From an optimization exercise on the open Yosys and OpenROAD flow, aimed at small area, a short achievable clock period and few clock cycles; shortcuts taken in it are not production practice.
Function was checked by simulation only, so behaviour that the tests miss may differ from the original.
Power figures rest on the tool's default switching activity, not on a simulated workload.

==> module lcs, before the edit <==
module lcs (
        ap_clk,
        ap_rst,
        ap_start,
        ap_done,
        ap_idle,
        ap_ready,
        data_in_address0,
        data_in_ce0,
        data_in_q0,
        data_out_address0,
        data_out_ce0,
        data_out_we0,
        data_out_d0,
        n,
        m
);
input   ap_clk;
input   ap_rst;
input   ap_start;
output   ap_done;
output   ap_idle;
output   ap_ready;
output  [3:0] data_in_address0;
output   data_in_ce0;
input  [7:0] data_in_q0;
output  [2:0] data_out_address0;
output   data_out_ce0;
output   data_out_we0;
output  [7:0] data_out_d0;
input  [31:0] n;
input  [31:0] m;
localparam ST_IDLE = 3'd0, ST_RD = 3'd1, ST_W1 = 3'd2, ST_TRM = 3'd3, ST_OUT = 3'd4;
reg  [2:0] st;
reg  [3:0] ra;       
reg        ph;       
reg        dsh;      
reg        drow;     
reg        incr;     
reg  [2:0] oa;       
reg  [5:0] hs;       
reg  [7:0] sr0, sr1, sr2, sr3, sr4, sr5;    
reg  [5:0] V;        
reg  [0:0] S0;       
reg  [1:0] S1;
reg  [2:0] S2;
reg  [3:0] S3;
reg  [4:0] S4;
reg  [5:0] S5;       
wire [2:0] n3 = n[2:0];
wire [2:0] m3 = m[2:0];
wire       idle = (st == ST_IDLE);
wire       w1 = (st == ST_W1);
wire       trm = (st == ST_TRM);
wire       outp = (st == ST_OUT);
wire       nz = (n3 != 3'd0) && (m3 != 3'd0);
wire       iss = idle ? ap_start : (st == ST_RD);
wire       cph = idle ? 1'b1 : ph;
wire [3:0] last1 = {1'b0, n3} + {1'b0, m3} - 4'd1;
wire       end1 = idle ? (m3 == 3'd1) : (ra == last1);
wire       end0 = (ra[2:0] == n3 - 3'd1);
wire [3:0] nra = idle ? {1'b0, n3} + 4'd1 : ra + 4'd1;
assign data_in_ce0 = !idle || ap_start;    
assign data_in_address0 = ra | {1'b0, n3 & {3{idle}}};
wire [5:0] valid = {m3 >= 3'd1, m3 >= 3'd2, m3 >= 3'd3,
                    m3 >= 3'd4, m3 >= 3'd5, m3 >= 3'd6};
wire [7:0] c = data_in_q0;
wire [5:0] M = {sr5 == c, sr4 == c, sr3 == c, sr2 == c, sr1 == c, sr0 == c} & {6{drow}};
wire [6:0] cy;                 
assign cy[0] = 1'b0;
genvar g;
generate for (g = 0; g < 6; g = g + 1) begin : carry
    assign cy[g+1] = V[g] & (M[g] | cy[g]);
end endgenerate
wire [5:0] Vn = (V & ~M) | cy[5:0];
wire [0:0] T0 = cy[1] ? 1'b1 : S0;
wire [1:0] T1 = cy[2] ? {~cy[1], T0} : S1;
wire [2:0] T2 = cy[3] ? {~cy[2], T1} : S2;
wire [3:0] T3 = cy[4] ? {~cy[3], T2} : S3;
wire [4:0] T4 = cy[5] ? {~cy[4], T3} : S4;
wire [5:0] T5 = cy[6] ? {~cy[5], T4} : S5;
wire [5:0] X = S5 & ~hs;       
wire [5:0] lx = {X[5] & ~|X[4:0], X[4] & ~|X[3:0], X[3] & ~|X[2:0],
                 X[2] & ~|X[1:0], X[1] & ~X[0], X[0]};    
wire [7:0] ch = ({8{hs[0]}} & sr0) | ({8{hs[1]}} & sr1) | ({8{hs[2]}} & sr2) |
                ({8{hs[3]}} & sr3) | ({8{hs[4]}} & sr4) | ({8{hs[5]}} & sr5);
wire       fin = (trm && !incr && (oa[2:1] == 2'd0)) || (outp && (S5 == 6'd0));
assign data_out_ce0 = w1 || trm || outp;
assign data_out_we0 = w1 || trm || outp;
assign data_out_address0 = (trm && !incr) ? 3'd0 : oa;
assign data_out_d0 = ch;
assign ap_done = fin;
assign ap_ready = fin;
assign ap_idle = idle && !ap_start;
always @(posedge ap_clk) begin
    if (ap_rst) begin
        st <= ST_IDLE;
        dsh <= 1'b0;
        drow <= 1'b0;
    end else begin
        dsh <= iss && cph && nz;
        drow <= iss && !cph && nz;
        case (st)
        ST_IDLE: if (ap_start) st <= nz ? ST_RD : ST_TRM;
        ST_RD:   if (!ph && end0) st <= ST_W1;
        ST_W1:   st <= ST_TRM;
        default: st <= fin ? ST_IDLE : ST_OUT;
        endcase
    end
end
always @(posedge ap_clk) begin
    if (ap_rst)
        ra <= 4'd0;
    else if (iss)
        ra <= (cph ? end1 : end0) || !nz ? 4'd0 : nra;
    if (iss)
        ph <= cph && !end1;
    incr <= cy[6];
    if (dsh) begin
        sr0 <= sr1; sr1 <= sr2; sr2 <= sr3; sr3 <= sr4; sr4 <= sr5; sr5 <= c;
    end
    if (w1 || trm || outp)
        hs <= (w1 && cy[6]) ? 6'd0 : lx;
    else
        hs <= 6'd0;
    if (idle) begin
        V <= valid;
        S0 <= 0; S1 <= 0; S2 <= 0; S3 <= 0; S4 <= 0; S5 <= 0;
        oa <= 3'd0;
    end else begin
        V <= Vn;
        S0 <= T0; S1 <= T1; S2 <= T2; S3 <= T3; S4 <= T4;
        S5 <= (trm || outp) ? X & ~lx : T5;
        oa <= trm ? {2'b00, !incr} : (outp ? oa + 3'd1 : oa + {2'b00, cy[6]});
    end
end
endmodule
clock: 8.0 ns
lec_check: 0
cap_margin: 20
core_margin: 2
core_utilization: 40
place_density: 0.6
setup_slack_margin: 4.5
slew_margin: 20
standard.sh (not shown) runs the stock make flow with config.mk's settings and CLKGATE_MAP_FILE= SYNTH_SCRIPT=/design/flow/synth_recipe.tcl, a recipe that flattens the netlist after the stock synthesis.
==> flow/flow/run.sh <==
#!/bin/bash
# Own layout flow: the standard ORFS flow (standard.sh), with smaller
# port buffers and a clock tree of mid-size buffers without dummy loads.
set -uo pipefail
bash standard.sh \
  "BUFFER_PORTS_ARGS=-buffer_cell sky130_fd_sc_hd__buf_2" \
  "CTS_ARGS=-sink_clustering_enable -repair_clock_nets -buf_list sky130_fd_sc_hd__clkbuf_8 -dont_use_dummy_load" \
  finish > flow.log 2>&1
Testbench counts at the start, summed over its fixed seeds: cycles 36,565.
Rerun with:
==> flow/design.v (replaced) <==
`timescale 1 ns / 1 ps
module lcs (
        ap_clk,
        ap_rst,
        ap_start,
        ap_done,
        ap_idle,
        ap_ready,
        data_in_address0,
        data_in_ce0,
        data_in_q0,
        data_out_address0,
        data_out_ce0,
        data_out_we0,
        data_out_d0,
        n,
        m
);
input   ap_clk;
input   ap_rst;
input   ap_start;
output   ap_done;
output   ap_idle;
output   ap_ready;
output  [3:0] data_in_address0;
output   data_in_ce0;
input  [7:0] data_in_q0;
output  [2:0] data_out_address0;
output   data_out_ce0;
output   data_out_we0;
output  [7:0] data_out_d0;
input  [31:0] n;
input  [31:0] m;
localparam ST_IDLE = 3'd0, ST_RD = 3'd1, ST_W1 = 3'd2, ST_TRM = 3'd3, ST_OUT = 3'd4;
reg  [2:0] st;
reg  [3:0] ra;       
reg        ph;       
reg        dsh;      
reg        drow;     
reg        mrow;     
reg  [5:0] Mr;       
reg        incr;     
reg  [2:0] oa;       
reg  [5:0] hs;       
reg  [7:0] sr0, sr1, sr2, sr3, sr4, sr5;    
reg  [5:0] V;        
reg  [0:0] S0;       
reg  [1:0] S1;
reg  [2:0] S2;
reg  [3:0] S3;
reg  [4:0] S4;
reg  [5:0] S5;       
wire [2:0] n3 = n[2:0];
wire [2:0] m3 = m[2:0];
wire       idle = (st == ST_IDLE);
wire       w1 = (st == ST_W1);
wire       trm = (st == ST_TRM);
wire       outp = (st == ST_OUT);
wire       nz = (n3 != 3'd0) && (m3 != 3'd0);
wire       iss = idle ? ap_start : (st == ST_RD);
wire [3:0] caddr = idle ? {1'b0, n3} : ra;
wire       cph = idle ? 1'b1 : ph;
wire [3:0] last1 = {1'b0, n3} + {1'b0, m3} - 4'd1;
wire       end1 = (caddr == last1);
wire       end0 = (caddr[2:0] == n3 - 3'd1);
assign data_in_ce0 = !idle || ap_start;    
assign data_in_address0 = caddr;
wire [5:0] valid = {m3 >= 3'd1, m3 >= 3'd2, m3 >= 3'd3,
                    m3 >= 3'd4, m3 >= 3'd5, m3 >= 3'd6};
wire [7:0] c = data_in_q0;
wire [5:0] M = {sr5 == c, sr4 == c, sr3 == c, sr2 == c, sr1 == c, sr0 == c};
wire [6:0] cy;                 
assign cy[0] = 1'b0;
genvar g;
generate for (g = 0; g < 6; g = g + 1) begin : carry
    assign cy[g+1] = V[g] & (Mr[g] | cy[g]);
end endgenerate
wire [5:0] Vn = (V & ~Mr) | cy[5:0];
wire [0:0] T0 = cy[1] ? 1'b1 : S0;
wire [1:0] T1 = cy[2] ? (cy[1] ? {1'b0, T0} : {1'b1, S0}) : S1;
wire [2:0] T2 = cy[3] ? (cy[2] ? {1'b0, T1} : {1'b1, S1}) : S2;
wire [3:0] T3 = cy[4] ? (cy[3] ? {1'b0, T2} : {1'b1, S2}) : S3;
wire [4:0] T4 = cy[5] ? (cy[4] ? {1'b0, T3} : {1'b1, S3}) : S4;
wire [5:0] T5 = cy[6] ? (cy[5] ? {1'b0, T4} : {1'b1, S4}) : S5;
wire [5:0] Vc = mrow ? Vn : V;
wire [6:0] cc6;
assign cc6[0] = 1'b0;
generate for (g = 0; g < 6; g = g + 1) begin : carryc
    assign cc6[g+1] = Vc[g] & (M[g] | cc6[g]);
end endgenerate
wire       cc = cc6[6];
wire [5:0] X = (outp ? S5 : T5) & ~hs;      
wire [5:0] lx = {X[5] & ~|X[4:0], X[4] & ~|X[3:0], X[3] & ~|X[2:0],
                 X[2] & ~|X[1:0], X[1] & ~X[0], X[0]};    
wire [7:0] ch = ({8{hs[0]}} & sr0) | ({8{hs[1]}} & sr1) | ({8{hs[2]}} & sr2) |
                ({8{hs[3]}} & sr3) | ({8{hs[4]}} & sr4) | ({8{hs[5]}} & sr5);
wire       fin = (trm && !incr && (oa[2:1] == 2'd0)) || (outp && (S5 == 6'd0));
assign data_out_ce0 = w1 || trm || outp;
assign data_out_we0 = w1 || trm || outp;
assign data_out_address0 = incr ? oa + 3'd1 : (trm ? 3'd0 : oa);
assign data_out_d0 = ch;
assign ap_done = fin;
assign ap_ready = fin;
assign ap_idle = idle && !ap_start;
always @(posedge ap_clk) begin
    if (ap_rst) begin
        st <= ST_IDLE;
        dsh <= 1'b0;
        drow <= 1'b0;
        mrow <= 1'b0;
    end else begin
        dsh <= iss && cph && nz;
        drow <= iss && !cph && nz;
        mrow <= drow;
        case (st)
        ST_IDLE: if (ap_start) st <= nz ? ST_RD : ST_TRM;
        ST_RD:   if (!ph && end0) st <= ST_W1;
        ST_W1:   st <= ST_TRM;
        default: st <= fin ? ST_IDLE : ST_OUT;
        endcase
    end
end
always @(posedge ap_clk) begin
    if (iss) begin
        ph <= cph && !end1;
        ra <= (cph && end1) ? 4'd0 : caddr + 4'd1;
    end
    Mr <= M & {6{drow}};
    incr <= drow && cc;
    if (dsh) begin
        sr0 <= sr1; sr1 <= sr2; sr2 <= sr3; sr3 <= sr4; sr4 <= sr5; sr5 <= c;
    end
    if (w1)
        hs <= cc ? 6'd0 : lx;
    else if (trm || outp)
        hs <= lx;
    else
        hs <= 6'd0;
    if (idle) begin
        V <= valid;
        S0 <= 0; S1 <= 0; S2 <= 0; S3 <= 0; S4 <= 0; S5 <= 0;
        oa <= 3'd0;
    end else begin
        V <= Vn;
        S0 <= T0; S1 <= T1; S2 <= T2; S3 <= T3; S4 <= T4;
        S5 <= (trm || outp) ? X & ~lx : T5;
        oa <= trm ? {2'b00, !incr} : (outp ? oa + 3'd1 : oa + {2'b00, incr});
    end
end
endmodule
What happened: The changed run completed with no timing, DRC or antenna violations. Via count rises by 12%. Maximum frequency is lower by 1.4%. Final cell count grows by 6.3%. Sequential cell count increases by 7. Design area rises by 0.41%.
Testbench counts after the change, summed over its fixed seeds: cycles 36,565.

* * *

Setup of run a:
Another version of the RTL of lcs (not shown whole).
Size: ~450 cells after synthesis, roughly 0.0048 mm² of cells after synthesis.
==> module lcs, before the edit <==
module lcs (
        ap_clk,
        ap_rst,
        ap_start,
        ap_done,
        ap_idle,
        ap_ready,
        data_in_address0,
        data_in_ce0,
        data_in_q0,
        data_out_address0,
        data_out_ce0,
        data_out_we0,
        data_out_d0,
        n,
        m
);
input   ap_clk;
input   ap_rst;
input   ap_start;
output   ap_done;
output   ap_idle;
output   ap_ready;
output  [3:0] data_in_address0;
output   data_in_ce0;
input  [7:0] data_in_q0;
output  [2:0] data_out_address0;
output   data_out_ce0;
output   data_out_we0;
output  [7:0] data_out_d0;
input  [31:0] n;
input  [31:0] m;
localparam ST_IDLE = 3'd0, ST_RD = 3'd1, ST_W1 = 3'd2, ST_TRM = 3'd3, ST_OUT = 3'd4;
reg  [2:0] st;
reg  [3:0] ra;       
reg        ph;       
reg        dsh;      
reg        drow;     
reg        incr;     
reg  [2:0] oa;       
reg  [5:0] hs;       
reg  [7:0] sr0, sr1, sr2, sr3, sr4, sr5;    
reg  [5:0] V;        
reg  [0:0] S0;       
reg  [1:0] S1;
reg  [2:0] S2;
reg  [3:0] S3;
reg  [4:0] S4;
reg  [5:0] S5;       
wire [2:0] n3 = n[2:0];
wire [2:0] m3 = m[2:0];
wire       idle = (st == ST_IDLE);
wire       w1 = (st == ST_W1);
wire       trm = (st == ST_TRM);
wire       outp = (st == ST_OUT);
wire       nz = (n3 != 3'd0) && (m3 != 3'd0);
wire       iss = idle ? ap_start : (st == ST_RD);
wire       cph = idle ? 1'b1 : ph;
wire [3:0] last1 = {1'b0, n3} + {1'b0, m3} - 4'd1;
wire       end1 = idle ? (m3 == 3'd1) : (ra == last1);
wire       end0 = (ra[2:0] == n3 - 3'd1);
wire [3:0] nra = idle ? {1'b0, n3} + 4'd1 : ra + 4'd1;
assign data_in_ce0 = !idle || ap_start;    
assign data_in_address0 = idle ? {1'b0, n3} : ra;
wire [5:0] valid = {m3 >= 3'd1, m3 >= 3'd2, m3 >= 3'd3,
                    m3 >= 3'd4, m3 >= 3'd5, m3 >= 3'd6};
wire [7:0] c = data_in_q0;
wire [5:0] M = {sr5 == c, sr4 == c, sr3 == c, sr2 == c, sr1 == c, sr0 == c} & {6{drow}};
wire [6:0] cy;                 
assign cy[0] = 1'b0;
genvar g;
generate for (g = 0; g < 6; g = g + 1) begin : carry
    assign cy[g+1] = V[g] & (M[g] | cy[g]);
end endgenerate
wire [5:0] Vn = (V & ~M) | cy[5:0];
wire [0:0] T0 = cy[1] ? 1'b1 : S0;
wire [1:0] T1 = cy[2] ? {~cy[1], T0} : S1;
wire [2:0] T2 = cy[3] ? {~cy[2], T1} : S2;
wire [3:0] T3 = cy[4] ? {~cy[3], T2} : S3;
wire [4:0] T4 = cy[5] ? {~cy[4], T3} : S4;
wire [5:0] T5 = cy[6] ? {~cy[5], T4} : S5;
wire [5:0] X = S5 & ~hs;       
wire [5:0] lx = {X[5] & ~|X[4:0], X[4] & ~|X[3:0], X[3] & ~|X[2:0],
                 X[2] & ~|X[1:0], X[1] & ~X[0], X[0]};    
wire [7:0] ch = ({8{hs[0]}} & sr0) | ({8{hs[1]}} & sr1) | ({8{hs[2]}} & sr2) |
                ({8{hs[3]}} & sr3) | ({8{hs[4]}} & sr4) | ({8{hs[5]}} & sr5);
wire       fin = (trm && !incr && (oa[2:1] == 2'd0)) || (outp && (S5 == 6'd0));
assign data_out_ce0 = w1 || trm || outp;
assign data_out_we0 = w1 || trm || outp;
assign data_out_address0 = (trm && !incr) ? 3'd0 : oa;
assign data_out_d0 = ch;
assign ap_done = fin;
assign ap_ready = fin;
assign ap_idle = idle && !ap_start;
always @(posedge ap_clk) begin
    if (ap_rst) begin
        st <= ST_IDLE;
        dsh <= 1'b0;
        drow <= 1'b0;
    end else begin
        dsh <= iss && cph && nz;
        drow <= iss && !cph && nz;
        case (st)
        ST_IDLE: if (ap_start) st <= nz ? ST_RD : ST_TRM;
        ST_RD:   if (!ph && end0) st <= ST_W1;
        ST_W1:   st <= ST_TRM;
        default: st <= fin ? ST_IDLE : ST_OUT;
        endcase
    end
end
always @(posedge ap_clk) begin
    if (iss) begin
        ph <= cph && !end1;
        ra <= (cph && end1) ? 4'd0 : nra;
    end
    incr <= cy[6];
    if (dsh) begin
        sr0 <= sr1; sr1 <= sr2; sr2 <= sr3; sr3 <= sr4; sr4 <= sr5; sr5 <= c;
    end
    if (w1 || trm || outp)
        hs <= (w1 && cy[6]) ? 6'd0 : lx;
    else
        hs <= 6'd0;
    if (idle) begin
        V <= valid;
        S0 <= 0; S1 <= 0; S2 <= 0; S3 <= 0; S4 <= 0; S5 <= 0;
        oa <= 3'd0;
    end else begin
        V <= Vn;
        S0 <= T0; S1 <= T1; S2 <= T2; S3 <= T3; S4 <= T4;
        S5 <= (trm || outp) ? X & ~lx : T5;
        oa <= trm ? {2'b00, !incr} : (outp ? oa + 3'd1 : oa + {2'b00, cy[6]});
    end
end
endmodule
clock: 8.0 ns
lec_check: 0
cap_margin: 20
core_margin: 2
core_utilization: 40
place_density: 0.6
setup_slack_margin: 4.5
slew_margin: 20
tns_end_percent: 2
Scripts as last shown in full above: flow/flow/run.sh
Run a finished every step from synthesis to the final layout, and the layout passed the timing, DRC and antenna checks.
Testbench counts of run a, summed over its fixed seeds: cycles 36,565.
#### Input delta (run b over run a)
-- flow/design.v --
<<< run a, line 32
input  [31:0] n;
input  [31:0] m;
localparam ST_IDLE = 3'd0, ST_RD = 3'd1, ST_W1 = 3'd2, ST_TRM = 3'd3, ST_OUT = 3'd4;
reg  [2:0] st;
reg  [3:0] ra;       
reg        ph;       
reg        dsh;      
reg        drow;     
reg        incr;     
reg  [2:0] oa;       
reg  [5:0] hs;       
>>> run b, line 32
input  [31:0] n;
input  [31:0] m;
localparam ST_IDLE = 3'd0, ST_RD1 = 3'd1, ST_RD0 = 3'd3, ST_W1 = 3'd2,
           ST_TRN = 3'd4, ST_TRI = 3'd5, ST_OUT = 3'd6;
reg  [2:0] st;
reg  [3:0] ra;       
reg        dsh;      
reg        drow;     
reg  [2:0] oa;       
reg  [5:0] hs;       
<<< run a, line 53
wire       idle = (st == ST_IDLE);
wire       w1 = (st == ST_W1);
wire       trm = (st == ST_TRM);
wire       outp = (st == ST_OUT);
wire       nz = (n3 != 3'd0) && (m3 != 3'd0);
wire       iss = idle ? ap_start : (st == ST_RD);
wire       cph = idle ? 1'b1 : ph;
wire [3:0] last1 = {1'b0, n3} + {1'b0, m3} - 4'd1;
wire       end1 = idle ? (m3 == 3'd1) : (ra == last1);
>>> run b, line 52
wire       idle = (st == ST_IDLE);
wire       w1 = (st == ST_W1);
wire       trm = (st == ST_TRN) || (st == ST_TRI);
wire       incr = (st == ST_TRI);    
wire       outp = (st == ST_OUT);
wire       nz = (n3 != 3'd0) && (m3 != 3'd0);
wire       iss = idle ? ap_start : (st == ST_RD1) || (st == ST_RD0);
wire       cph = idle || (st == ST_RD1);
wire [3:0] last1 = {1'b0, n3} + {1'b0, m3} - 4'd1;
wire       end1 = idle ? (m3 == 3'd1) : (ra == last1);
<<< run a, line 63
wire [3:0] nra = idle ? {1'b0, n3} + 4'd1 : ra + 4'd1;
assign data_in_ce0 = !idle || ap_start;    
assign data_in_address0 = idle ? {1'b0, n3} : ra;
wire [5:0] valid = {m3 >= 3'd1, m3 >= 3'd2, m3 >= 3'd3,
                    m3 >= 3'd4, m3 >= 3'd5, m3 >= 3'd6};
>>> run b, line 63
wire [3:0] nra = idle ? {1'b0, n3} + 4'd1 : ra + 4'd1;
assign data_in_ce0 = !idle || ap_start;    
assign data_in_address0 = ra | {1'b0, n3 & {3{idle}}};
wire [5:0] valid = {m3 >= 3'd1, m3 >= 3'd2, m3 >= 3'd3,
                    m3 >= 3'd4, m3 >= 3'd5, m3 >= 3'd6};
<<< run a, line 103
        drow <= iss && !cph && nz;
        case (st)
        ST_IDLE: if (ap_start) st <= nz ? ST_RD : ST_TRM;
        ST_RD:   if (!ph && end0) st <= ST_W1;
        ST_W1:   st <= ST_TRM;
        default: st <= fin ? ST_IDLE : ST_OUT;
        endcase
>>> run b, line 103
        drow <= iss && !cph && nz;
        case (st)
        ST_IDLE: if (ap_start) st <= !nz ? ST_TRN : (end1 ? ST_RD0 : ST_RD1);
        ST_RD1:  if (end1) st <= ST_RD0;
        ST_RD0:  if (end0) st <= ST_W1;
        ST_W1:   st <= cy[6] ? ST_TRI : ST_TRN;
        default: st <= fin ? ST_IDLE : ST_OUT;
        endcase
<<< run a, line 111
end
always @(posedge ap_clk) begin
    if (iss) begin
        ph <= cph && !end1;
        ra <= (cph && end1) ? 4'd0 : nra;
    end
    incr <= cy[6];
    if (dsh) begin
        sr0 <= sr1; sr1 <= sr2; sr2 <= sr3; sr3 <= sr4; sr4 <= sr5; sr5 <= c;
>>> run b, line 112
end
always @(posedge ap_clk) begin
    if (ap_rst)
        ra <= 4'd0;
    else if (iss)
        ra <= (cph ? end1 : end0) || !nz ? 4'd0 : nra;
    if (dsh) begin
        sr0 <= sr1; sr1 <= sr2; sr2 <= sr3; sr3 <= sr4; sr4 <= sr5; sr5 <= c;
Results
Run b: flow completed, timing, DRC and antenna clean. | first-iteration DRC count | run b vs run a | worse |. Run b: met2 demand-to-capacity share in global routing lower than run a. NOTE combinational power run a->run b decreased by more than a quarter. Post-synthesis adder-cell area fraction of run a is on par with run b. Across both runs, weighted congestion reported at the end of routability-driven placement was lower for run b than for run a. From run a to run b the numbers moved as follows: CTS sink count decreased 2; combinational power share decreased 7.1 points; global-route usage decreased 0.34 points; post-route clock period utilization decreased 0.76 points.
Testbench counts of run b, summed over its fixed seeds: cycles 36,565.

## what the ideal ports hide
The flow's constraints put no driver on any port. The routed layouts listed below were extracted and timed again, unchanged, in two steps. Step 1: set_driving_cell puts a clkbuf_16 on ap_clk and a buf_2 on each other input, an assumption about the parent block. Step 2 also shifts input and output timing later by t, the mid clock arrival at the registers, as if the neighbouring blocks saw the same clock. a / b / c = ideal / step 1 / step 2; a / b = the first two.
run	t, ns	slack for setup (ns)	worst setup path at the end
the first run of note 1	0.407	4.421 / 4.388 / 4.051	input to register
the second run of note 1	0.410	4.369 / 4.329 / 4.229	input to register
run a	0.381	4.343 / 4.306 / 4.053	input to register
run b	0.392	4.404 / 4.366 / 4.126	input to register
After both steps setup and hold are still met in every run listed. The setup slack of the first run of note 1, which loses most, moves by -0.033 ns with the drivers and by -0.370 ns with both steps.
